What follows belongs to an exercise in optimizing a design on an open flow for small area, a short achievable clock period and few clock cycles; a production flow would make more cautious choices.
RTL that was checked went through simulation tests only; none was proved equivalent to the original.
For run 1, only the layout was checked, not whether the RTL still works.

==> flow/design.v (outline; a module is shown in full before it is edited, if it fits) <==
// module CVAE_top: 550 lines
// module mul_tree: 1859 lines
module CVAE_top #(
    parameter ADDR_WIDTH = 16,
    parameter DATA_WIDTH = 32
)(
    input wire clk,
    input wire rst_n,
    input wire start,
    output reg finish,
    input wire [DATA_WIDTH-1:0] init_data,
    output reg sram_state_wea,
    output reg [ADDR_WIDTH-1:0] sram_state_addr,
    output wire [DATA_WIDTH-1:0] sram_state_wdata,
    output reg [ADDR_WIDTH-1:0] sram_weight_addr,
    input wire [DATA_WIDTH-1:0] sram_weight_rdata,
    output reg [ADDR_WIDTH-1:0] sram_bias_addr,
    input wire [DATA_WIDTH-1:0] sram_bias_rdata,
    output reg [5:0] seq_lens
);
  // ...
==> flow/flow/run.sh <==
#!/bin/bash
# Standard layout (the standard.sh, all steps unchanged) with a larger
# setup-slack target for the resizer's repair_timing passes, so that it
# works on paths well inside the clock period. The SDC is not touched.
set -euo pipefail
bash standard.sh SETUP_SLACK_MARGIN=8.9 finish > standard_make.log 2>&1
==> flow/standard.sh <==
#!/bin/bash
# synth_recipe.tcl (not shown) runs the flow's synth.tcl, then flattens the netlist and writes it again
# the make line also repeats each setting of config.mk as NAME=value (left out here)
make -C /OpenROAD-flow-scripts/flow DESIGN_CONFIG=/design/flow/config.mk WORK_HOME=/design/flow/orfs CLKGATE_MAP_FILE= SYNTH_SCRIPT=/design/flow/synth_recipe.tcl "${@:-finish}"
==> flow/config.mk <==
export PLATFORM = sky130hd
export DESIGN_NAME = CVAE_top
export DESIGN_NICKNAME = CVAE_top
export VERILOG_FILES = /design/flow/design.v
export SDC_FILE = /design/flow/constraint.sdc
export NUM_CORES = 8
export LEC_CHECK = 0
export ABC_AREA = 1
export CAP_MARGIN = 20
export CORE_MARGIN = 2
export CORE_UTILIZATION = 40
export CTS_CLUSTER_DIAMETER = 60
export CTS_CLUSTER_SIZE = 24
export SLEW_MARGIN = 20
==> flow/constraint.sdc <==
create_clock -name core_clock -period 13.0 [get_ports {clk}]
set_input_delay 2.6000 -clock core_clock [delete_from_list [all_inputs] [get_ports {clk}]]
set_output_delay 2.6000 -clock core_clock [all_outputs]
set_load 0.01 [all_outputs]
==> insert_results.sql, run 1 <==
INSERT INTO impl_metrics (metric_group, metric, value, unit) VALUES
('outcome', 'outcome', 'finished clean', ''),
('critical_path', 'timing.rr.start', 'hidx[0]', ''),
('floorplanning', 'chipWidth', '556.2', 'µm'),
('floorplanning', 'dieHeight', '556.2', 'µm'),
('timing', 'max_clock_freq', '239.8', 'MHz'),
('cts', 'numClockSinks', '3450', ''),
('drt', 'drt-initial-drc-count', '8263', ''),
('critical_path', 'required', '13.61', 'ns'),
('cells_and_area', 'buffer_area_share', '2.727', '%'),
('critical_path', 'timing.critical_path.to', 'hb[1012]', ''),
('synth', 'postSynth.topFlopCell', 'dfxtp_1', ''),
('drt', 'totalWireLength', '399.2', 'mm'),
('timing', 'finalMaxSlewViolations', '0', ''),
('worst_hold_path', 'worst_hold_startpoint', 'hb[835]', ''),
('critical_path', 'worst_ep_arrival_time', '4.78', 'ns'),
('synth', 'yosys.cell_types.count', '70', ''),
('timing', 'timing.max_slew.rel_slack', '11.30', '%'),
('cts', 'clkSlewWorstSetupHoldPaths', '0.08', 'ns'),
('synth', 'yosys-top-cells-area', 'dfxtp_1 (53%), fa_1 (8.7%), edfxtp_1 (5.2%)', ''),
('cts', 'post_cts.repair.setup_buffers', '55', ''),
('synth', 'ys_ff_latch', '3450', ''),
('floorplanning', 'placementRows', '202', ''),
('synth', 'synth_area_in_compound_gates', '10.18', '%');
==> module CVAE_top, before the edit <==
module CVAE_top #(
    parameter ADDR_WIDTH = 16,
    parameter DATA_WIDTH = 32
)(
    input wire clk,
    input wire rst_n,
    input wire start,
    output reg finish,
    input wire [DATA_WIDTH-1:0] init_data,
    output reg sram_state_wea,
    output reg [ADDR_WIDTH-1:0] sram_state_addr,
    output wire [DATA_WIDTH-1:0] sram_state_wdata,
    output reg [ADDR_WIDTH-1:0] sram_weight_addr,
    input wire [DATA_WIDTH-1:0] sram_weight_rdata,
    output reg [ADDR_WIDTH-1:0] sram_bias_addr,
    input wire [DATA_WIDTH-1:0] sram_bias_rdata,
    output reg [5:0] seq_lens
);
    localparam PH_IDLE = 3'd0, PH_LOAD = 3'd1, PH_L2H = 3'd2, PH_NEUR = 3'd3,
               PH_TAIL = 3'd4, PH_CONF = 3'd5, PH_STATE = 3'd6, PH_DONE = 3'd7;
    localparam MS_HOLD = 3'd0, MS_X = 3'd1, MS_HA = 3'd2, MS_HB = 3'd3,
               MS_COR = 3'd5, MS_H = 3'd6;
    localparam BS_MEM = 2'd0, BS_A = 2'd1, BS_G = 2'd2;
    localparam TG_A = 2'd0, TG_B = 2'd1, TG_H = 2'd2, TG_R = 2'd3;
    reg rst_q;
    always @(posedge clk) rst_q <= rst_n;
    wire rst = !rst_q;
    reg [2:0] phase;
    reg [8:0] cnt;
    reg [4:0] j;
    reg [9:0] jx19;
    reg       cur;           
    reg [4:0] hidx;          
    reg [4:0] xidx;          
    reg [2:0] ts;            
    localparam P_HZ = 4'd0, P_IZ = 4'd1, P_TC = 4'd2, P_HR = 4'd3, P_IR = 4'd4,
               P_ZC = 4'd5, P_HN = 4'd6, P_IN = 4'd7, P_N = 4'd8;
    reg [3:0] part;
    reg [4:0] pcnt;
    reg       pfirst;
    wire      plast = (pcnt == 5'd0);
    reg [1:0] lp;            
    reg [5:0] lq;            
    reg       l2h_on;
    reg       tge2, tge43;
    reg [2:0] gcnt;
    reg       stop;
    reg [3:0] wrow;
    wire [4:0] hidx2 = hidx + 5'd2;
    wire [4:0] hidx5 = hidx + 5'd5;
    reg  [4:0] xidx2;        
    reg [15:0] row;          
    reg        row_x;        
    wire [15:0] row_addr = row + {11'd0, (row_x ? xidx2 : hidx2)};
    reg [19*32-1:0] xr;
    reg [32*32-1:0] ha;
    reg [32*32-1:0] hb;
    wire [31:0] x_head  = xr[31:0];
    wire [31:0] ha_head = ha[31:0];
    wire [31:0] hb_head = hb[31:0];
    wire [31:0] cur_head = cur ? hb_head : ha_head;
    reg [31:0] A, B, G, H;
    reg        o_valid;
    reg [2:0]  o_ms;
    reg [1:0]  o_bs;
    reg        o_bias;
    reg [1:0]  o_tg;
    reg        o_clr;
    reg        o_cun;     
    reg        o_gzm;     
    reg        o_clu;     
    reg        o_clt;     
    reg        o_hdn;     
    reg        o_rdn;     
    reg        o_cmp;     
    reg [15:0] o_wa;
    reg [15:0] o_ba;
    wire [2:0] ms_cur = cur ? MS_HB : MS_HA;
    wire [2:0] ms_new = cur ? MS_HA : MS_HB;
    always @(*) begin
        o_valid = 1'b0; o_ms = MS_HOLD; o_bs = BS_MEM; o_bias = 1'b0;
        o_tg = TG_A; o_clr = 1'b0; o_cun = 1'b0; o_gzm = 1'b0;
        o_clu = 1'b0; o_clt = 1'b0; o_hdn = 1'b0; o_rdn = 1'b0; o_cmp = 1'b0;
        o_wa = 16'd0; o_ba = 16'd0;
        case (phase)
        PH_L2H: begin
            if (l2h_on) begin
                if (lq == 6'd0) begin
                    o_ms = MS_HB;
                end else begin
                    o_valid = 1'b1; o_tg = TG_R; o_clr = (lp == 2'd0); o_bias = (lp == 2'd0);
                    o_wa = {(11'd1347 + {6'd0, hidx5}), lp};
                    o_ba = 16'd207 + {11'd0, hidx5};
                end
            end
        end
        PH_NEUR: begin
            o_valid = 1'b1;
            case (part)
            P_HZ: begin
                o_ms = ms_cur; o_tg = TG_A; o_clr = pfirst; o_bias = pfirst;
                o_wa = row_addr; o_ba = 16'd160 + {11'd0, j};
            end
            P_IZ: begin
                o_ms = MS_X; o_tg = TG_A; o_bias = pfirst; o_clu = plast;
                o_wa = row_addr; o_ba = 16'd64 + {11'd0, j};
            end
            P_TC: begin                          
                o_valid = (j != 5'd0);
                o_ms = MS_COR; o_bs = BS_G; o_tg = TG_H; o_hdn = (j != 5'd0);
            end
            P_HR: begin
                o_ms = ms_cur; o_tg = TG_A; o_clr = pfirst; o_bias = pfirst;
                o_wa = row_addr; o_ba = 16'd128 + {11'd0, j};
            end
            P_IR: begin
                o_ms = MS_X; o_tg = TG_A; o_bias = pfirst; o_clu = plast;
                o_wa = row_addr; o_ba = 16'd32 + {11'd0, j};
            end
            P_ZC: begin                          
                o_ms = MS_COR; o_bs = BS_G; o_tg = TG_H; o_clr = 1'b1; o_gzm = 1'b1;
            end
            P_HN: begin
                o_ms = ms_cur; o_tg = TG_A; o_clr = pfirst; o_bias = pfirst;
                o_wa = row_addr; o_ba = 16'd96 + {11'd0, j};
            end
            P_IN: begin
                o_ms = MS_X; o_tg = TG_B; o_clr = pfirst; o_bias = pfirst;
                o_wa = row_addr; o_ba = {11'd0, j};
            end
            default: begin                       
                o_ms = MS_COR; o_cun = 1'b1; o_bs = BS_A; o_tg = TG_B; o_clt = 1'b1;
            end
            endcase
        end
        PH_TAIL: begin
            case (ts)
            3'd0, 3'd2: if (tge2 && xidx2 == 5'd13) begin
                o_valid = 1'b1; o_ms = MS_X; o_tg = ts[1] ? TG_B : TG_A; o_clr = 1'b1; o_bias = 1'b1;
                o_wa = row_addr; o_ba = ts[1] ? 16'd206 : 16'd205;
            end
            3'd1, 3'd3: begin
                o_valid = 1'b1; o_ms = MS_X; o_tg = ts[1] ? TG_B : TG_A;
                o_wa = row_addr;
            end
            3'd4: if (tge43) begin
                o_valid = 1'b1; o_ms = MS_COR; o_bs = BS_G; o_tg = TG_H; o_hdn = 1'b1;
            end
            default: ;
            endcase
        end
        PH_CONF: begin
            o_valid = 1'b1; o_ms = (hidx2 == 5'd31) ? MS_H : ms_new;
            o_tg = cnt[5] ? TG_B : TG_A;
            o_wa = row_addr;
            o_cmp = (cnt == 9'd63);
        end
        PH_STATE: begin
            o_valid = 1'b1; o_ms = (hidx2 == 5'd31) ? MS_H : ms_new;
            o_tg = cnt[5] ? TG_A : TG_B;
            o_clr = (cnt[4:0] == 5'd0); o_bias = (cnt[4:0] == 5'd0);
            o_wa = row_addr;
            o_ba = 16'd192 + {12'd0, cnt[8:5]};
            o_rdn = (cnt[4:0] == 5'd31);
        end
        default: ;
        endcase
    end
    reg hpend; reg [4:0] hslot;
    reg xpend; reg [3:0] xslot; reg xsrc;
    wire h_ins = hpend && (hidx == hslot);
    wire x_ins = xpend && ({1'b0, xslot} == xidx);
    reg        t1_valid, t2_valid, t3_valid;
    reg [2:0]  t1_ms, t2_ms;
    reg [1:0]  t1_bs, t2_bs;
    reg        t1_bias, t2_bias;
    reg [1:0]  t1_tg, t2_tg, t3_tg;
    reg        t1_clr, t2_clr, t3_clr;
    reg        t1_cun, t2_cun;
    reg        t4_valid;
    reg [1:0]  t4_tg;
    reg        t4_sl, t4_sa, t4_sb, t4_sh, t4_sr;    
    reg        t5_wa, t5_wb, t5_wh, t5_wr;           
    reg        t1_gzm, t2_gzm, t3_gzm;
    reg [4:0]  t1_ev, t2_ev, t3_ev, t4_ev, t5_ev, t6_ev;    
    always @(posedge clk) begin
        if (rst) begin
            t1_valid <= 1'b0; t2_valid <= 1'b0; t3_valid <= 1'b0;
            t1_ev <= 5'd0; t2_ev <= 5'd0; t3_ev <= 5'd0; t4_ev <= 5'd0; t5_ev <= 5'd0; t6_ev <= 5'd0;
            t4_valid <= 1'b0;
            t5_wa <= 1'b0; t5_wb <= 1'b0; t5_wh <= 1'b0; t5_wr <= 1'b0;
            t1_gzm <= 1'b0; t2_gzm <= 1'b0; t3_gzm <= 1'b0;
            t1_ms <= MS_HOLD; t2_ms <= MS_HOLD;
        end else begin
            t1_valid <= o_valid; t2_valid <= t1_valid; t3_valid <= t2_valid;
            t1_ev <= {o_cmp, o_rdn, o_hdn, o_clt, o_clu};
            t2_ev <= t1_ev; t3_ev <= t2_ev; t4_ev <= t3_ev; t5_ev <= t4_ev; t6_ev <= t5_ev;
            t4_valid <= t3_valid;
            t5_wa <= t4_valid && t4_tg == TG_A;
            t5_wb <= t4_valid && t4_tg == TG_B;
            t5_wh <= t4_valid && t4_tg == TG_H;
            t5_wr <= t4_valid && t4_tg == TG_R;
            t1_gzm <= o_gzm; t2_gzm <= t1_gzm; t3_gzm <= t2_gzm;
            t1_ms <= o_ms; t2_ms <= t1_ms;
        end
        t1_bs <= o_bs; t2_bs <= t1_bs;
        t1_bias <= o_bias; t2_bias <= t1_bias;
        t1_tg <= o_tg; t2_tg <= t1_tg; t3_tg <= t2_tg;
        t1_clr <= o_clr; t2_clr <= t1_clr; t3_clr <= t2_clr;
        t1_cun <= o_cun; t2_cun <= t1_cun;
        t4_tg <= t3_tg;
        t4_sl <= !t3_clr && t4_valid && t4_tg == t3_tg && t3_tg != TG_R;
        t4_sa <= !t3_clr && !(t4_valid && t4_tg == t3_tg) && t3_tg == TG_A;
        t4_sb <= !t3_clr && !(t4_valid && t4_tg == t3_tg) && t3_tg == TG_B;
        t4_sh <= !t3_clr && !(t4_valid && t4_tg == t3_tg) && t3_tg == TG_H;
        t4_sr <= !t3_clr && t3_tg == TG_R;
    end
    reg [31:0] cx, cy, cz;
    reg [5:0]  cstep;       
    reg        ctanh;
    wire [23:0] c_t24  = cz[23:0];
    wire [31:0] zm_val = {24'h010000 - cz[23:0], 8'd0};
    reg [32:0] Mr;
    reg [15:0] bneg, bone, btwo;
    reg [31:0] biasr;
    reg [31:0] bsrc;
    always @(*) begin
        bsrc = ({32{t2_bs == BS_MEM}} & sram_weight_rdata) | ({32{t2_bs == BS_A}} & A) |
               ({32{t2_bs == BS_G}} & G);
    end
    wire [32:0] bsx = {bsrc, 1'b0};
    integer bi;
    always @(posedge clk) begin
        Mr <= ({33{t2_ms == MS_X}} & {x_head[31], x_head}) |
              ({33{t2_ms == MS_HA}} & {ha_head[31], ha_head}) |
              ({33{t2_ms == MS_HB}} & {hb_head[31], hb_head}) |
              ({33{t2_ms == MS_COR}} & {(~t2_cun & c_t24[23]), c_t24, 8'd0}) |
              ({33{t2_ms == MS_H}} & {H[31], H}) |
              ({33{t2_ms == MS_HOLD}} & Mr);
        for (bi = 0; bi < 16; bi = bi + 1) begin
            bneg[bi] <= bsx[2*bi+2];
            bone[bi] <= bsx[2*bi+1] ^ bsx[2*bi];
            btwo[bi] <= (bsx[2*bi+2] & ~bsx[2*bi+1] & ~bsx[2*bi]) | (~bsx[2*bi+2] & bsx[2*bi+1] & bsx[2*bi]);
        end
        biasr <= t2_bias ? sram_bias_rdata : 32'd0;
    end
    wire [55:0] tS, tC, tT;
    mul_tree mt (.m(Mr), .neg(bneg), .one(bone), .two(btwo), .bias(biasr), .S(tS), .C(tC), .T(tT));
    wire [12:0] plo12 = {1'b0, tS[11:0]} + {1'b0, tC[11:0]};
    reg [55:12] pS, pC, pT;
    reg         pc12;
    always @(posedge clk) begin
        pS <= tS[55:12];
        pC <= tC[55:12];
        pT <= tT[55:12];
        pc12 <= plo12[12];
    end
    reg [31:0] Ls, Lc;
    wire [23:12] l3s = pS[23:12] ^ pC[23:12] ^ pT[23:12];
    wire [23:12] l3c = (pS[23:12] & pC[23:12]) | (pT[23:12] & (pS[23:12] ^ pC[23:12]));
    wire [13:0] l8  = {1'b0, l3s, 1'b1} + {1'b0, l3c[22:12], 1'b0, pc12};
    wire [31:0] h1s = pS[55:24] ^ pC[55:24] ^ pT[55:24];
    wire [31:0] h1c = (pS[55:24] & pC[55:24]) | (pT[55:24] & (pS[55:24] ^ pC[55:24]));
    wire [31:0] h1k = {h1c[30:0], l3c[23]};
    wire [31:0] src_s = ({32{t4_sl}} & Ls) | ({32{t4_sa}} & A) | ({32{t4_sb}} & B) |
                        ({32{t4_sh}} & H) | ({32{t4_sr}} & ha[63:32]);
    wire [31:0] src_c = {32{t4_sl}} & Lc;
    wire [31:0] h2s = h1s ^ h1k ^ src_s;
    wire [31:0] h2c = (h1s & h1k) | (src_s & (h1s ^ h1k));
    wire [31:0] h2k = {h2c[30:0], l8[13]};
    wire [31:0] h3s = h2s ^ h2k ^ src_c;
    wire [31:0] h3c = (h2s & h2k) | (src_c & (h2s ^ h2k));
    always @(posedge clk) begin
        Ls <= h3s;
        Lc <= {h3c[30:0], 1'b0};
    end
    wire [31:0] acc_out = Ls + Lc;
    wire w_ring = t5_wr;
    always @(posedge clk) begin
        if (t5_wa) A <= acc_out;
        if (t5_wb) B <= acc_out;
        if (t5_wh) H <= acc_out;
    end
    wire g_cap = (phase == PH_NEUR) && ((part == P_HR && pcnt < 5'd30) || part == P_IR) && (hidx == j);
    always @(posedge clk) begin
        if (t3_gzm) G <= zm_val;
        else if (g_cap) G <= cur_head;
    end
    wire ld_x = (phase == PH_LOAD) && (cnt < 9'd19);
    wire ld_z = (phase == PH_LOAD) && (cnt >= 9'd19);
    wire [31:0] x_tail = ld_x ? init_data : x_ins ? (xsrc ? A : B) : x_head;
    wire [31:0] ha_tail = w_ring ? acc_out : (h_ins && cur) ? H : ha_head;
    wire [31:0] hb_tail = ld_z ? init_data : (h_ins && !cur) ? H : hb_head;
    always @(posedge clk) begin
        xr <= {x_tail, xr[19*32-1:32]};
        ha <= {ha_tail, ha[32*32-1:32]};
        hb <= {hb_tail, hb[32*32-1:32]};
    end
    assign sram_state_wdata = xr[19*32-1:18*32];
    function [37:0] cctl;    
        input [5:0] st;
        input tnh;
        reg [4:0] sh; reg [18:0] cn; reg [2:0] cl;
        begin
            sh = 5'd0; cn = 19'd0; cl = 3'd0;
            case (st)
                6'd1: begin cn = 19'd386121; cl = 3'd1; end
                6'd2: begin cn = 19'd204353; cl = 3'd1; end
                6'd3: begin cn = 19'd112524; cl = 3'd1; end
                6'd4: begin cn = 19'd63763;  cl = 3'd1; end
                6'd5: begin sh = 5'd1;  cn = 19'd35999; cl = 3'd2; end
                6'd6: begin sh = 5'd2;  cn = 19'd16738; cl = 3'd2; end
                6'd7: begin sh = 5'd3;  cn = 19'd8235;  cl = 3'd2; end
                6'd8: begin sh = 5'd4;  cn = 19'd4101;  cl = 3'd2; end
                6'd9: begin sh = 5'd4;  cn = 19'd4101;  cl = 3'd2; end
                6'd10: begin sh = 5'd5;  cn = 19'd2048; cl = 3'd2; end
                6'd11: begin sh = 5'd6;  cn = 19'd1024; cl = 3'd2; end
                6'd12: begin sh = 5'd7;  cn = 19'd512;  cl = 3'd2; end
                6'd13: begin sh = 5'd8;  cn = 19'd256;  cl = 3'd2; end
                6'd14: begin sh = 5'd9;  cn = 19'd128;  cl = 3'd2; end
                6'd15: begin sh = 5'd10; cn = 19'd64;   cl = 3'd2; end
                6'd16: begin sh = 5'd11; cn = 19'd32;   cl = 3'd2; end
                6'd17: begin sh = 5'd12; cn = 19'd16;   cl = 3'd2; end
                6'd18: begin sh = 5'd13; cn = 19'd8;    cl = 3'd2; end
                6'd19: begin sh = 5'd13; cn = 19'd8;    cl = 3'd2; end
                6'd20: begin sh = 5'd14; cn = 19'd4;    cl = 3'd2; end
                6'd21: begin sh = 5'd15; cn = 19'd2;    cl = 3'd2; end
                6'd22, 6'd23: begin cl = 3'd3; end
                default: if (st >= 6'd24 && st <= 6'd40) begin
                    cn = (tnh ? 19'd131072 : 19'd65536) >> (st[4:0] - 5'd24);
                    cl = 3'd4;
                end
            endcase
            cctl = {11'd0, sh, cn, cl};
        end
    endfunction
    reg [4:0]  csh;
    reg [18:0] ccon;
    reg [2:0]  ccl;       
    reg [2:0]  cdsr;      
    wire c_ld_u = t6_ev[0];
    wire c_ld_t = t6_ev[1];
    wire [37:0] cnext = cctl((c_ld_u || c_ld_t) ? 6'd1 : cstep + 6'd1, ctanh);
    wire cdz = cz[31];
    wire cdy = cy[31];
    reg c_np, c_rot, c_vec, c_x22;       
    reg [63:0] cnp;
    always @(*) begin
        case ({cdsr, cdz})
            4'd0:  cnp = {32'h5c52a2a0, 32'h5c52a2a0};
            4'd1:  cnp = {32'he89e173e, 32'he89e1738};
            4'd2:  cnp = {32'h092bf4c5, 32'h092bf4b1};
            4'd3:  cnp = {32'h014f6c61, 32'h014f6bd3};
            4'd4:  cnp = {32'h008e7130, 32'h008e6fe1};
            4'd5:  cnp = {32'h00145dce, 32'h001454a1};
            4'd6:  cnp = {32'h0004ac95, 32'h000483f8};
            4'd7:  cnp = {32'h00013631, 32'h000019e2};
            4'd8:  cnp = {32'h00013634, 32'hffffe620};
            4'd9:  cnp = {32'h0004ac96, 32'hfffb7c08};
            4'd10: cnp = {32'h00145dce, 32'hffebab5e};
            4'd11: cnp = {32'h008e7130, 32'hff71901e};
            4'd12: cnp = {32'h014f6c61, 32'hfeb0942c};
            4'd13: cnp = {32'h092bf4c5, 32'hf6d40b4e};
            4'd14: cnp = {32'he89e173d, 32'h1761e8c7};
            default: cnp = {32'h5c52a29d, 32'ha3ad5d63};
        endcase
    end
    wire       cx_sub = c_rot & cdz;
    wire       cx_en  = c_rot | c_x22;
    wire       cy_sub = (c_rot & cdz) | (c_vec & ~cdy);
    wire       cy_en  = c_rot | c_vec;
    wire [31:0] csx = $signed((cx ^ {32{cy_sub}}) & {32{cy_en}}) >>> csh;
    wire [31:0] csy = $signed((cy ^ {32{cx_sub}}) & {32{cx_en}}) >>> csh;
    wire [31:0] cx_a = c_np ? cnp[63:32] : cx;
    wire [31:0] cy_a = c_np ? cnp[31:0] : c_x22 ? 32'd65536 : cy;
    wire [32:0] cx_add_w = {cx_a, 1'b1} + {csy, cx_sub};
    wire [31:0] cx_add = cx_add_w[32:1];
    wire [32:0] cy_add_w = {cy_a, 1'b1} + {csx, cy_sub};
    wire [31:0] cy_add = cy_add_w[32:1];
    wire       cz_sub = (c_vec & (cdy ^ ctanh)) | (~c_vec & ~cdz);
    wire [32:0] cz_add_w = {cz, 1'b1} + {(cz_sub ? ~{13'd0, ccon} : {13'd0, ccon}), cz_sub};
    wire [31:0] cz_add = cz_add_w[32:1];
    wire [31:0] c_src = c_ld_t ? B : A;
    wire [31:0] c_d   = {{8{c_src[31]}}, c_src[31:8]};
    always @(posedge clk) begin
        if (rst) begin
            cstep <= 6'd0;
        end else if (c_ld_u || c_ld_t) begin
            cstep <= 6'd1;
        end else if (cstep != 6'd0) begin
            cstep <= (cstep == 6'd40) ? 6'd0 : cstep + 6'd1;
        end
        csh <= cnext[26:22];
        cx <= c_vec ? {cx[31], cx[31:1]} : cx_add;
        cy <= cy_add;
        ccon <= cnext[21:3];
        ccl <= cnext[2:0];
        c_np  <= (cnext[2:0] == 3'd1);
        c_rot <= (cnext[2:0] == 3'd2);
        c_x22 <= (cnext[2:0] == 3'd3);
        c_vec <= (cnext[2:0] == 3'd4);
        if (c_ld_u || c_ld_t) begin
            cz <= c_ld_t ? {c_d[30:0], 1'b0} : (~c_d + 32'd1);
            ctanh <= c_ld_t;
        end else if (cstep != 6'd0) begin
            if (c_np) cdsr <= {cdsr[1:0], cdz};
            cz <= c_x22 ? {15'd0, ctanh, 16'd0} : cz_add;
        end
    end
    always @(posedge clk) begin
        sram_weight_addr <= o_wa;
        sram_bias_addr <= o_ba;
    end
    always @(posedge clk) begin
        if (rst) begin
            phase <= PH_IDLE; cnt <= 9'd0; j <= 5'd0; jx19 <= 10'd0; cur <= 1'b0;
            ts <= 3'd0; gcnt <= 3'd0; stop <= 1'b0; wrow <= 4'd0;
            l2h_on <= 1'b0; part <= P_HZ; pcnt <= 5'd31; pfirst <= 1'b1;
            hpend <= 1'b0; xpend <= 1'b0;
            finish <= 1'b0; sram_state_wea <= 1'b0; seq_lens <= 6'd0;
            hidx <= 5'd0; xidx <= 5'd0; xidx2 <= 5'd2;
        end else begin
            if (phase == PH_IDLE) begin
                hidx <= 5'd0; xidx <= 5'd0; xidx2 <= 5'd2;
            end else begin
                hidx <= hidx + 5'd1;
                xidx <= (xidx == 5'd18) ? 5'd0 : xidx + 5'd1;
                xidx2 <= (xidx2 == 5'd18) ? 5'd0 : xidx2 + 5'd1;
            end
            if (t6_ev[2]) begin
                hpend <= 1'b1;
                hslot <= (phase == PH_NEUR) ? j - 5'd1 : 5'd31;
            end else if (h_ins) hpend <= 1'b0;
            sram_state_wea <= x_ins;
            if (sram_state_wea) sram_state_addr <= sram_state_addr + 16'd1;
            if (t6_ev[3]) begin
                xpend <= 1'b1;
            end else if (x_ins) begin
                xpend <= 1'b0;
                xslot <= xslot + 4'd1;
                xsrc <= ~xsrc;
                wrow <= wrow + 4'd1;
            end
            if (t6_ev[4]) begin
                stop <= ($signed(A) < $signed(B));
                seq_lens <= seq_lens + 6'd1;
            end
            case (phase)
            PH_IDLE: begin
                cnt <= 9'd0;
                sram_state_addr <= 16'd13;
                if (start) phase <= PH_LOAD;
            end
            PH_LOAD: begin
                cnt <= cnt + 9'd1;
                if (cnt == 9'd22) begin phase <= PH_L2H; cnt <= 9'd0; end
            end
            PH_L2H: begin
                cnt <= cnt + 9'd1;
                row <= {11'd121, 5'd0}; row_x <= 1'b0;
                part <= P_HZ; pcnt <= 5'd31; pfirst <= 1'b1;
                if (cnt == 9'd25) begin l2h_on <= 1'b1; lp <= 2'd0; lq <= 6'd0; end
                if (l2h_on) begin
                    lq <= (lq == 6'd32) ? 6'd0 : lq + 6'd1;
                    if (lq == 6'd32) begin
                        lp <= lp + 2'd1;
                        if (lp == 2'd3) l2h_on <= 1'b0;
                    end
                end
                if (cnt == 9'd160) begin
                    phase <= PH_NEUR; cnt <= 9'd0; j <= 5'd0; jx19 <= 10'd0; cur <= 1'b0;
                end
            end
            PH_NEUR: begin
                pcnt <= pcnt - 5'd1;
                pfirst <= 1'b0;
                if (plast) begin
                    pfirst <= 1'b1;
                    case (part)
                    P_HZ: begin part <= P_IZ; pcnt <= 5'd18; row <= 16'd1216 + {6'd0, jx19}; row_x <= 1'b1; end
                    P_IZ: begin part <= (j == 5'd0) ? P_HR : P_TC; pcnt <= (j == 5'd0) ? 5'd31 : 5'd0; row <= {(11'd89 + {6'd0, j}), 5'd0}; row_x <= 1'b0; end
                    P_TC: begin part <= P_HR; pcnt <= 5'd31; end
                    P_HR: begin part <= P_IR; pcnt <= 5'd18; row <= 16'd608 + {6'd0, jx19}; row_x <= 1'b1; end
                    P_IR: begin part <= P_ZC; pcnt <= 5'd0; row <= {(11'd57 + {6'd0, j}), 5'd0}; row_x <= 1'b0; end
                    P_ZC: begin part <= P_HN; pcnt <= 5'd31; end
                    P_HN: begin part <= P_IN; pcnt <= 5'd18; row <= {6'd0, jx19}; row_x <= 1'b1; end
                    P_IN: begin part <= P_N; pcnt <= 5'd0;
                          row <= (j == 5'd31) ? 16'd5331 : {(11'd122 + {6'd0, j}), 5'd0}; row_x <= (j == 5'd31); end
                    default: begin
                        part <= P_HZ; pcnt <= 5'd31;
                        cnt <= 9'd0;
                        tge2 <= 1'b0; tge43 <= 1'b0;
                        if (j == 5'd31) begin
                            phase <= PH_TAIL; ts <= 3'd0;
                        end else begin
                            j <= j + 5'd1; jx19 <= jx19 + 10'd19;
                        end
                    end
                    endcase
                end
            end
            PH_TAIL: begin
                cnt <= cnt + 9'd1;
                if (cnt == 9'd1) tge2 <= 1'b1;
                if (cnt == 9'd43) tge43 <= 1'b1;
                case (ts)
                3'd0, 3'd2: if (cnt >= 9'd2 && xidx2 == 5'd13) begin ts <= ts + 3'd1; gcnt <= 3'd1; end
                3'd1, 3'd3: begin
                    gcnt <= gcnt + 3'd1;
                    if (gcnt == 3'd5) begin ts <= ts + 3'd1; row <= 16'd5369; end
                end
                3'd4: if (tge43) begin ts <= 3'd5; gcnt <= 3'd0; end
                3'd5: if (gcnt != 3'd2) gcnt <= gcnt + 3'd1;
                      else begin
                    phase <= PH_CONF; cnt <= 9'd0; row <= 16'd5312; row_x <= 1'b0;
                end
                default: ;
                endcase
            end
            PH_CONF: begin
                cnt <= cnt + 9'd1;
                if (cnt == 9'd31) row <= 16'd5350;
                if (cnt == 9'd63) row <= {11'd153, 5'd0};
                if (cnt == 9'd63) begin
                    phase <= PH_STATE; cnt <= 9'd0;
                    wrow <= 4'd0; xslot <= 4'd0; xsrc <= 1'b0;
                end
            end
            PH_STATE: begin
                cnt <= cnt + 9'd1;
                if (cnt[4:0] == 5'd31) row <= row + 16'd32;
                if (cnt == 9'd415) begin
                    row <= {11'd121, 5'd0};
                    cnt <= 9'd0;
                    part <= P_HZ; pcnt <= 5'd31; pfirst <= 1'b1;
                    if (stop) begin
                        phase <= PH_DONE;
                    end else begin
                        phase <= PH_NEUR; j <= 5'd0; jx19 <= 10'd0; cur <= ~cur;
                    end
                end
            end
            PH_DONE: begin
                if (wrow == 4'd13) finish <= 1'b1;
            end
            default: phase <= PH_IDLE;
            endcase
        end
    end
endmodule
==> run 2: changes to the inputs <==
--- a/flow/design.v
+++ b/flow/design.v
@@ -49,3 +49,3 @@
     wire [4:0] hidx2 = hidx + 5'd2;
-    wire [4:0] hidx5 = hidx + 5'd5;
+    wire [4:0] hidx4 = hidx + 5'd4;
     reg  [4:0] xidx2;        
@@ -91,4 +91,4 @@
                     o_valid = 1'b1; o_tg = TG_R; o_clr = (lp == 2'd0); o_bias = (lp == 2'd0);
-                    o_wa = {(11'd1347 + {6'd0, hidx5}), lp};
-                    o_ba = 16'd207 + {11'd0, hidx5};
+                    o_wa = {(11'd1347 + {6'd0, hidx4}), lp};
+                    o_ba = 16'd207 + {11'd0, hidx4};
                 end
@@ -179,8 +179,6 @@
     reg        t1_cun, t2_cun;
-    reg        t4_valid;
-    reg [1:0]  t4_tg;
-    reg        t4_sl, t4_sa, t4_sb, t4_sh, t4_sr;    
-    reg        t5_wa, t5_wb, t5_wh, t5_wr;           
+    reg        t4_sa, t4_sb, t4_sh, t4_sr;       
+    reg        t4_wa, t4_wb, t4_wh, t4_wr;       
     reg        t1_gzm, t2_gzm, t3_gzm;
-    reg [4:0]  t1_ev, t2_ev, t3_ev, t4_ev, t5_ev, t6_ev;    
+    reg [4:0]  t1_ev, t2_ev, t3_ev, t4_ev, t5_ev;    
     always @(posedge clk) begin
@@ -188,5 +186,3 @@
             t1_valid <= 1'b0; t2_valid <= 1'b0; t3_valid <= 1'b0;
-            t1_ev <= 5'd0; t2_ev <= 5'd0; t3_ev <= 5'd0; t4_ev <= 5'd0; t5_ev <= 5'd0; t6_ev <= 5'd0;
-            t4_valid <= 1'b0;
-            t5_wa <= 1'b0; t5_wb <= 1'b0; t5_wh <= 1'b0; t5_wr <= 1'b0;
+            t1_ev <= 5'd0; t2_ev <= 5'd0; t3_ev <= 5'd0; t4_ev <= 5'd0; t5_ev <= 5'd0;
             t1_gzm <= 1'b0; t2_gzm <= 1'b0; t3_gzm <= 1'b0;
@@ -196,8 +192,3 @@
             t1_ev <= {o_cmp, o_rdn, o_hdn, o_clt, o_clu};
-            t2_ev <= t1_ev; t3_ev <= t2_ev; t4_ev <= t3_ev; t5_ev <= t4_ev; t6_ev <= t5_ev;
-            t4_valid <= t3_valid;
-            t5_wa <= t4_valid && t4_tg == TG_A;
-            t5_wb <= t4_valid && t4_tg == TG_B;
-            t5_wh <= t4_valid && t4_tg == TG_H;
-            t5_wr <= t4_valid && t4_tg == TG_R;
+            t2_ev <= t1_ev; t3_ev <= t2_ev; t4_ev <= t3_ev; t5_ev <= t4_ev;
             t1_gzm <= o_gzm; t2_gzm <= t1_gzm; t3_gzm <= t2_gzm;
@@ -210,8 +201,10 @@
         t1_cun <= o_cun; t2_cun <= t1_cun;
-        t4_tg <= t3_tg;
-        t4_sl <= !t3_clr && t4_valid && t4_tg == t3_tg && t3_tg != TG_R;
-        t4_sa <= !t3_clr && !(t4_valid && t4_tg == t3_tg) && t3_tg == TG_A;
-        t4_sb <= !t3_clr && !(t4_valid && t4_tg == t3_tg) && t3_tg == TG_B;
-        t4_sh <= !t3_clr && !(t4_valid && t4_tg == t3_tg) && t3_tg == TG_H;
+        t4_sa <= !t3_clr && t3_tg == TG_A;
+        t4_sb <= !t3_clr && t3_tg == TG_B;
+        t4_sh <= !t3_clr && t3_tg == TG_H;
         t4_sr <= !t3_clr && t3_tg == TG_R;
+        t4_wa <= t3_valid && t3_tg == TG_A;
+        t4_wb <= t3_valid && t3_tg == TG_B;
+        t4_wh <= t3_valid && t3_tg == TG_H;
+        t4_wr <= t3_valid && t3_tg == TG_R;
     end
@@ -257,6 +250,7 @@
     end
-    reg [31:0] Ls, Lc;
+    wire [31:0] acc_in = ({32{t4_sa}} & A) | ({32{t4_sb}} & B) | ({32{t4_sh}} & H) |
+                         ({32{t4_sr}} & ha_head);
     wire [23:12] l3s = pS[23:12] ^ pC[23:12] ^ pT[23:12];
     wire [23:12] l3c = (pS[23:12] & pC[23:12]) | (pT[23:12] & (pS[23:12] ^ pC[23:12]));
-    wire [13:0] l8  = {1'b0, l3s, 1'b1} + {1'b0, l3c[22:12], 1'b0, pc12};
+    wire [13:0] l12 = {1'b0, l3s, 1'b1} + {1'b0, l3c[22:12], 1'b0, pc12};
     wire [31:0] h1s = pS[55:24] ^ pC[55:24] ^ pT[55:24];
@@ -264,20 +258,10 @@
     wire [31:0] h1k = {h1c[30:0], l3c[23]};
-    wire [31:0] src_s = ({32{t4_sl}} & Ls) | ({32{t4_sa}} & A) | ({32{t4_sb}} & B) |
-                        ({32{t4_sh}} & H) | ({32{t4_sr}} & ha[63:32]);
-    wire [31:0] src_c = {32{t4_sl}} & Lc;
-    wire [31:0] h2s = h1s ^ h1k ^ src_s;
-    wire [31:0] h2c = (h1s & h1k) | (src_s & (h1s ^ h1k));
-    wire [31:0] h2k = {h2c[30:0], l8[13]};
-    wire [31:0] h3s = h2s ^ h2k ^ src_c;
-    wire [31:0] h3c = (h2s & h2k) | (src_c & (h2s ^ h2k));
+    wire [31:0] q_s = h1s ^ h1k ^ acc_in;
+    wire [31:0] q_c = (h1s & h1k) | (acc_in & (h1s ^ h1k));
+    wire [31:0] acc_out = q_s + {q_c[30:0], l12[13]};
+    wire w_ring = t4_wr;
     always @(posedge clk) begin
-        Ls <= h3s;
-        Lc <= {h3c[30:0], 1'b0};
-    end
-    wire [31:0] acc_out = Ls + Lc;
-    wire w_ring = t5_wr;
-    always @(posedge clk) begin
-        if (t5_wa) A <= acc_out;
-        if (t5_wb) B <= acc_out;
-        if (t5_wh) H <= acc_out;
+        if (t4_wa) A <= acc_out;
+        if (t4_wb) B <= acc_out;
+        if (t4_wh) H <= acc_out;
     end
@@ -340,4 +324,4 @@
     reg [2:0]  cdsr;      
-    wire c_ld_u = t6_ev[0];
-    wire c_ld_t = t6_ev[1];
+    wire c_ld_u = t5_ev[0];
+    wire c_ld_t = t5_ev[1];
     wire [37:0] cnext = cctl((c_ld_u || c_ld_t) ? 6'd1 : cstep + 6'd1, ctanh);
@@ -429,3 +413,3 @@
             end
-            if (t6_ev[2]) begin
+            if (t5_ev[2]) begin
                 hpend <= 1'b1;
@@ -435,3 +419,3 @@
             if (sram_state_wea) sram_state_addr <= sram_state_addr + 16'd1;
-            if (t6_ev[3]) begin
+            if (t5_ev[3]) begin
                 xpend <= 1'b1;
@@ -443,3 +427,3 @@
             end
-            if (t6_ev[4]) begin
+            if (t5_ev[4]) begin
                 stop <= ($signed(A) < $signed(B));
@@ -469,3 +453,3 @@
                 end
-                if (cnt == 9'd160) begin
+                if (cnt == 9'd159) begin
                     phase <= PH_NEUR; cnt <= 9'd0; j <= 5'd0; jx19 <= 10'd0; cur <= 1'b0;
@@ -504,3 +488,3 @@
                 if (cnt == 9'd1) tge2 <= 1'b1;
-                if (cnt == 9'd43) tge43 <= 1'b1;
+                if (cnt == 9'd42) tge43 <= 1'b1;
                 case (ts)
@@ -511,3 +495,3 @@
                 end
-                3'd4: if (tge43) begin ts <= 3'd5; gcnt <= 3'd0; end
+                3'd4: if (cnt >= 9'd43) begin ts <= 3'd5; gcnt <= 3'd0; end
                 3'd5: if (gcnt != 3'd2) gcnt <= gcnt + 3'd1;
--- a/flow/config.mk
+++ b/flow/config.mk
@@ -11,4 +11,4 @@
 export CORE_UTILIZATION = 40
-export CTS_CLUSTER_DIAMETER = 60
-export CTS_CLUSTER_SIZE = 24
+export CTS_CLUSTER_DIAMETER = 70
+export CTS_CLUSTER_SIZE = 30
 export SLEW_MARGIN = 20
==> run 2 against run 1 <==
Core utilization is 0.84 points lower. Via count fell by 1.8%. Global-route usage is 0.37 points lower. Sequential cell count is 72 lower. Cell count fell by 1.6%. First-iteration DRC count is 2.3% lower. Highest routed layer unchanged.
==> insert_results.sql, run 2 <==
INSERT INTO impl_metrics (metric_group, metric, value, unit) VALUES
('floorplanning', 'dieHeight', '551.8', 'µm'),
('cells_and_area', 'post_route_cells_drive_above_1_share', '8.351', '%'),
('cells_and_area', 'num-nets-final', '12370', ''),
('global_route', 'antenna_found_initial', '13', ''),
('cts', 'clkLatencyLatePin', '0.94', 'ns'),
('synth', 'yosys.cell_types.count', '71', ''),
('placement', 'place.port_buffers', '178', ''),
('synth', 'synth-edff-count', '210', ''),
('synth', 'post_syn_instances', '11410', ''),
('cells_and_area', 'layout_common_cells', 'dfxtp_1 (3098), nand2_1 (1416), inv_1 (1211)', ''),
('timing', 'max_clock_freq', '241.0', 'MHz'),
('global_route', 'grt.total_usage', '25.02', '%'),
('timing', 'final.min_clock_period', '4.150', 'ns'),
('floorplanning', 'io_pins', '187', ''),
('synth', 'seq_area_frac_synth', '58.10', '%'),
('global_route', 'grt_pass1_vias', '80840', ''),
('placement', 'hpwl', '277.9', 'mm'),
('worst_hold_path', 'holdCritPathClass', 'register to register', ''),
('cells_and_area', 'layoutNonFillerInstCount', '15550', ''),
('timing', 'finalMaxSlewViolations', '0', ''),
('critical_path', 'endpoint_kind', 'register', ''),
('drt', 'drc', '0', ''),
('placement', 'gpl.final_weighted_congestion', '0.9963', ''),
('timing', 'final.setup_skew', '0.1379', 'ns'),
('synth', 'synth_top_area_share', '52.85', '%'),
('critical_path', 'required', '13.67', 'ns'),
('placement', 'placed_cells', '15190', ''),
('synth', 'yosys-top-cells-area', 'dfxtp_1 (53%), fa_1 (8.3%), edfxtp_1 (5.3%)', ''),
('cts', 'post_cts_hold_buffers', '0', ''),
('synth', 'avgSynthCellArea', '10.52', 'µm²'),
('outcome', 'outcome', 'finished clean', ''),
('cells_and_area', 'synthToLayoutAreaGrowth', '11.23', '%'),
('cells_and_area', 'regArea', '69830', 'µm²'),
('drt', 'totalWireLength', '387.7', 'mm'),
('timing', 'tightestPinTransition', '1.133', 'ns'),
('floorplanning', 'die_area', '304400', 'µm²'),
('cts', 'cts_buffers', '182', ''),
('synth', 'ys_ff_latch', '3378', ''),
('cts', 'numClockSinks', '3378', ''),
('synth', 'synthesis.area', '120000', 'µm²'),
('global_route', 'global_route.overflow_total', '0', ''),
('floorplanning', 'placementRows', '201', ''),
('cts', 'clkSlewWorstSetupHoldPaths', '0.10', 'ns'),
('synth', 'postSynth.topFlopCell', 'dfxtp_1', ''),
('job', 'cap_violations', '0', ''),
('global_route', 'grt_start_max_net_pins', '74', ''),
('timing', 'post-route-period-util', '31.92', '%'),
('floorplanning', 'start_util', '40.10', '%'),
('synth', 'synth_top_cells_by_count', 'dfxtp_1 (3168), nand2_1 (1429), inv_1 (1261)', ''),
('cts', 'ctsHtreeMaxLevel', '4', ''),
('timing', 'setup_viol_count_final', '0', ''),
('critical_path', 'worstSetupStartpointType', 'register', ''),
('cts', 'clockRootBuffer', 'clkbuf_16', ''),
('cells_and_area', 'largest_registers', 'ha x1024, hb x1024, xr x608', ''),
('drt', 'drtAntennaViolNets', '0', ''),
('drt', 'num_vias', '81540', ''),
('timing', 'timing.final.ws_setup', '8.850', 'ns'),
('timing', 'grt_setup_unrepaired', 'true', ''),
('cts', 'cts_max_path_buffers', '4', ''),
('drt', 'routedWlPerCell', '24.93', 'µm'),
('floorplanning', 'placeableCoreArea', '299300', 'µm²'),
('critical_path', 'path_max_fanout', '25', ''),
('floorplanning', 'chipWidth', '551.8', 'µm'),
('synth', 'async_flop_share', '0', '%'),
('cts', 'cts_tree', 'yes', ''),
('timing', 'final-hold-violation-count', '0', ''),
('placement', 'preCtsSetupSlack', '7.758', 'ns'),
('cells_and_area', 'multi_input_comb_area', '44150', 'µm²'),
('drt', 'detail_route.first_pass.iterations', '6', ''),
('cells_and_area', 'final_common_cell', 'dfxtp_1', ''),
('timing', 'timing.max_slew.rel_slack', '24.33', '%'),
('synth', 'synth.yosys.warnings', '1', ''),
('timing', 'fin_tns_setup', '0', 'ns'),
('drt', 'drt-initial-drc-count', '8071', ''),
('timing', 'timing.hold.ws', '0.2914', 'ns'),
('global_route', 'wire_length_of_the_first_global_routing_pass', '557.5', 'mm'),
('critical_path', 'setup.worst_path.class', 'register to register', ''),
('synth', 'yosysTopAreaCell', 'dfxtp_1', ''),
('cells_and_area', 'fillerInstances', '28160', ''),
('synth', 'post-synth-top-count-cell', 'dfxtp_1', ''),
('drt', 'via_per_inst', '5.244', ''),
('critical_path', 'worst_ep_arrival_time', '4.82', 'ns');
run 2: per-stage QoR:
| stage | instance area (µm²) | util [%] |
|---|---|---|
| after floorplan | 120000 | - |
| after global placement | 125700 | 42.02 |
| final | 133500 | 44.61 |
| after global routing | 133500 | 44.60 |
| after CTS | 132500 | 44.28 |
| after detailed placement | 125800 | 42.02 |
run 2: worst max-delay path: stages, from the launching register on:
cell and delay, ns:
dfxtp_1 0.31, buf_4 0.20, clkinv_1 0.10, buf_12 0.20
o22ai_1 0.18, a21oi_2 0.28, o21ai_1 0.16, fa_1 0.44
ha_1 0.38, inv_1 0.20, o21ai_1 0.15, a31oi_1 0.28
buf_4 0.17, o21ai_1 0.09, a21oi_2 0.25, nand3_1 0.13
nand3_1 0.10, o21ai_0 0.25
run 2: path summary, 6_finish.rpt:
| path | from | end | slack, ns | cells after the start |
|---|---|---|---|---|
| setup / recovery | t4_sh | ha[1019] | 8.85 | 17 |
| hold / removal | hb[263] | hb[231] | 0.29 | 0 |
| setup reg to reg | t4_sh | ha[1019] | 8.85 | 17 |
| hold reg to reg | hb[263] | hb[231] | 0.29 | 0 |
run 2: layout make-up:
class	count	share of cell area (%)
diodes	13	0.02437
clock buffers	195	3.511
clock inverters	74	0.9429
inverters	1307	3.768
multi-input cells	6226	33.07
flip-flops and latches	3378	52.31
well taps	3958	3.710
repair buffers	398	2.651
repair inverters	1	0.005624
run 2: routing by layer:
metal	GRT usage, %	vias to the layer above	wire [µm]
met5	0.4221	-	244
met4	13.26	14	24570
met3	5.579	1041	34930
met2	39.17	4003	171000
met1	32.26	39290	157000
li1	-	37200	-
run 2: cell families after synthesis:
group | count (synthesis) | synth area share (%)
adder cells (fa/ha/maj) | 779 | 11.24
other | 1 | 0.003125
XOR/XNOR | 676 | 4.946
AO/OA/AOI/OAI | 2054 | 10.15
flip-flops | 3378 | 58.10
AND/OR/NAND/NOR | 2671 | 9.373
multiplexers | 37 | 0.3086
buffers and inverters | 1816 | 5.874
run 2: what timing repair did:
| item | CTS | global route |
|---|---|---|
| buffers inserted | 54 | 20 |
| gates resized for setup | 561 | 215 |
| pin swaps | 19 | 24 |
| cloned | 4 | 3 |
| endpoints found under the hold margin | 0 | 0 |
| endpoints found under the setup margin | 314 | 169 |
Testbench counts of run 2, summed over its fixed seeds: cycles 9,131,180.
==> run 3: changes to the inputs <==
--- a/flow/flow/run.sh
+++ b/flow/flow/run.sh
@@ -5,2 +5,2 @@
 set -euo pipefail
-bash standard.sh SETUP_SLACK_MARGIN=8.9 finish > standard_make.log 2>&1
+bash standard.sh SETUP_SLACK_MARGIN=9.1 finish > standard_make.log 2>&1
--- a/flow/config.mk
+++ b/flow/config.mk
@@ -11,4 +11,4 @@
 export CORE_UTILIZATION = 40
-export CTS_CLUSTER_DIAMETER = 70
-export CTS_CLUSTER_SIZE = 30
+export CTS_CLUSTER_DIAMETER = 60
+export CTS_CLUSTER_SIZE = 24
 export SLEW_MARGIN = 20
==> run 3 against run 2 <==
Sequential cell count unchanged. Design area rose by 2.4%. Core utilization rose by 1.1 points. Synthesized area is the same. Clock skew down 0.061 ns. Highest routed layer unchanged. Setup slack better by 0.0053 ns. Die area stayed put. Wire length barely moved. Critical path depth decreased by 16.
==> insert_results.sql, run 3 <==
INSERT INTO impl_metrics (metric_group, metric, value, unit) VALUES
('timing', 'max_clock_freq', '241.3', 'MHz'),
('drt', 'drt-initial-drc-count', '8534', ''),
('synth', 'synth_top_cells_by_count', 'dfxtp_1 (3168), nand2_1 (1429), inv_1 (1261)', ''),
('critical_path', 'cell_by_cell_listing_of_the_critical_path', 'buf_2', ''),
('synth', 'synth_area_in_compound_gates', '10.15', '%'),
('worst_hold_path', 'holdCritPathClass', 'register to register', ''),
('placement', 'placed_cells', '15190', ''),
('global_route', 'wire_length_of_the_first_global_routing_pass', '555.1', 'mm'),
('synth', 'synth.area.mux_share', '0.3086', '%'),
('synth', 'post_syn_instances', '11410', ''),
('cells_and_area', 'synthToLayoutAreaGrowth', '13.91', '%'),
('cells_and_area', 'largest_registers', 'ha x1024, hb x1024, xr x608', ''),
('timing', 'final.min_clock_period', '4.144', 'ns'),
('floorplanning', 'die_area', '304400', 'µm²'),
('critical_path', 'critPathMaxStageDelay', '0.45', 'ns'),
('worst_hold_path', 'worst_hold_startpoint', 'hb[938]', ''),
('synth', 'ys_ff_latch', '3378', ''),
('outcome', 'outcome', 'finished clean', ''),
('drt', 'via_per_inst', '5.237', ''),
('cts', 'cts_buffers', '217', ''),
('critical_path', 'slowest_stage', 'edfxtp_1', ''),
('cts', 'ctsHtreeMaxLevel', '4', ''),
('drt', 'totalWireLength', '388.0', 'mm'),
('synth', 'dominant_combinational_cell_family_by_area_after_synthesis', 'adder cells', ''),
('synth', 'synth.yosys.warnings', '1', ''),
('timing', 'post-route-period-util', '31.88', '%'),
('timing', 'fin_tns_setup', '0', 'ns'),
('placement', 'gpl.final_weighted_congestion', '0.9765', ''),
('critical_path', 'worst-path-buf-inv', '1', ''),
('drt', 'detail_route.first_pass.iterations', '6', ''),
('synth', 'yosysTopAreaCell', 'dfxtp_1', ''),
('global_route', 'global_route.overflow_total', '0', ''),
('synth', 'seq_area_frac_synth', '58.10', '%'),
('cells_and_area', 'stdcell_area', '136700', 'µm²'),
('drt', 'num_vias', '82060', ''),
('global_route', 'grt_pass1_vias', '81320', ''),
('synth', 'synth_xor_area_share', '4.946', '%'),
('critical_path', 'rrSetupSlack', '8.90', 'ns'),
('critical_path', 'setup.worst_path.class', 'register to output pin', ''),
('synth', 'yosys.cell_types.count', '71', ''),
('floorplanning', 'placeableCoreArea', '299300', 'µm²'),
('synth', 'post-synth-top-count-cell', 'dfxtp_1', ''),
('cells_and_area', 'post_route_cells_drive_above_1_share', '10.73', '%'),
('cts', 'clkSlewWorstSetupHoldPaths', '0.08', 'ns'),
('cts', 'cts_tree', 'yes', ''),
('synth', 'synth_simple_gate_area_share', '9.373', '%'),
('synth', 'synth-edff-count', '210', ''),
('timing', 'final-hold-violation-count', '0', ''),
('cts', 'numClockSinks', '3378', ''),
('placement', 'hpwl', '277.2', 'mm'),
('cts', 'cts_max_path_buffers', '4', ''),
('placement', 'preCtsSetupSlack', '7.893', 'ns'),
('synth', 'avgSynthCellArea', '10.52', 'µm²'),
('synth', 'postSynth.topFlopCell', 'dfxtp_1', ''),
('timing', 'grt_setup_unrepaired', 'true', ''),
('critical_path', 'endpoint_kind', 'output pin', ''),
('cells_and_area', 'layoutNonFillerInstCount', '15670', ''),
('worst_hold_path', 'min_to', 'hb[906]', ''),
('synth', 'synth_top_area_share', '52.85', '%'),
('critical_path', 'worstSetupStartpointType', 'register', ''),
('timing', 'tightestPinTransition', '1.264', 'ns'),
('cells_and_area', 'num-nets-final', '12460', ''),
('cells_and_area', 'final_common_cell', 'dfxtp_1', ''),
('floorplanning', 'placementRows', '201', ''),
('synth', 'synthesis.area', '120000', 'µm²'),
('global_route', 'antenna_found_initial', '7', ''),
('critical_path', 'timing.critical_path.max_delay_family', 'flip-flops', ''),
('synth', 'async_flop_share', '0', '%');
==> run 3: changes by cell type in the layout (fill, tap and decap cells not counted), moves of 22 or more <==
cell / delta
nand2_2: +30
nand2_1: -34
a21oi_1: -29
dfxtp_1: -22
a21oi_2: +24
buf_6: +66
clkbuf_16: +37
buf_2: -51
o21ai_0: -28
==> run 3: worst max path at each step <==
stage,end,cells past startpoint,startpoint
after global placement,A[18],22,pS[13]
final,sram_state_addr[10],1,sram_state_addr[10]
after detailed placement,A[18],22,pS[13]
after floorplan,pT[36],10,bneg[14]
after CTS,sram_state_addr[10],1,sram_state_addr[10]
after global routing,ha[1018],24,pT[13]
==> run 3: per-stage QoR <==
| stage | util (%) |
|---|---|
| floorplan | - |
| global placement | 42.02 |
| detailed placement | 42.02 |
| CTS | 44.99 |
| global route | 45.67 |
| finish | 45.68 |
==> run 3: timing repair <==
action,in CTS,in global routing
gates cloned,6,8
setup buffers,74,46
pin swaps,36,67
resized for setup,758,415
endpoints found under the setup margin,351,267
==> run 3: routing by layer <==
layer | vias up | track usage, % | share of wire [%]
li1 | 37420 | - | -
met1 | 39850 | 32.45 | 41
met2 | 3838 | 39.10 | 44
met3 | 942 | 5.249 | 8.5
met4 | 6 | 12.73 | 5.9
met5 | - | 0 | 0.0093
==> run 3: layout make-up <==
type	count	area, µm²
antenna	12	30.03
clock buffer	244	5644
clock inverter	91	1360
fill	28010	162600
inverter	1307	5075
multi-input combinational	6226	45070
sequential	3378	69880
tap	3958	4952
timing repair buffer	449	4674
timing repair inverter	3	20.02
==> run 3: cell families (layout without fill, tap and decap cells) <==
| group | count (synthesis) | after routing |
|---|---|---|
| AO/OA/AOI/OAI | 2054 | 2054 |
| XOR/XNOR | 676 | 676 |
| adder cells (fa/ha/maj) | 779 | 779 |
| buffers and inverters | 1816 | 2094 |
| flip-flops | 3378 | 3378 |
| multiplexers | 37 | 37 |
| other | 1 | 20 |
| AND/OR/NAND/NOR | 2671 | 2672 |

[re-timing with driven ports]
How much do the figures lean on ideal ports? The routed layouts below were timed once more, with nothing changed but the port constraints.
Step 1 assumes that a clkbuf_16 drives the clock port and a buf_2 every other input.
Step 2 moves the port delays by t, midway between the first and last clock arrival at a register: inputs arrive t later, outputs are due t later. That takes back most of the time a late clock gives input paths.
Slacks: ideal ports / drivers / drivers and shift; pairs: ideal ports / drivers.
| run | shift t [ns] | setup slack, ns | worst setup path at the end | latest minus earliest clock arrival (ns) |
|---|---|---|---|---|
| run 1 | 1.022 | 8.829 / 8.763 / 8.251 | input to register | 0.098 / 0.098 |
| run 2 | 0.973 | 8.850 / 8.781 / 8.287 | input to register | 0.138 / 0.138 |
| run 3 | 0.968 | 8.856 / 8.758 / 8.454 | input to register | 0.109 / 0.109 |
After both steps every run listed still meets setup and hold. For run 1, which loses most, drivers alone change the setup slack by -0.066 ns; drivers and shift together by -0.578 ns.
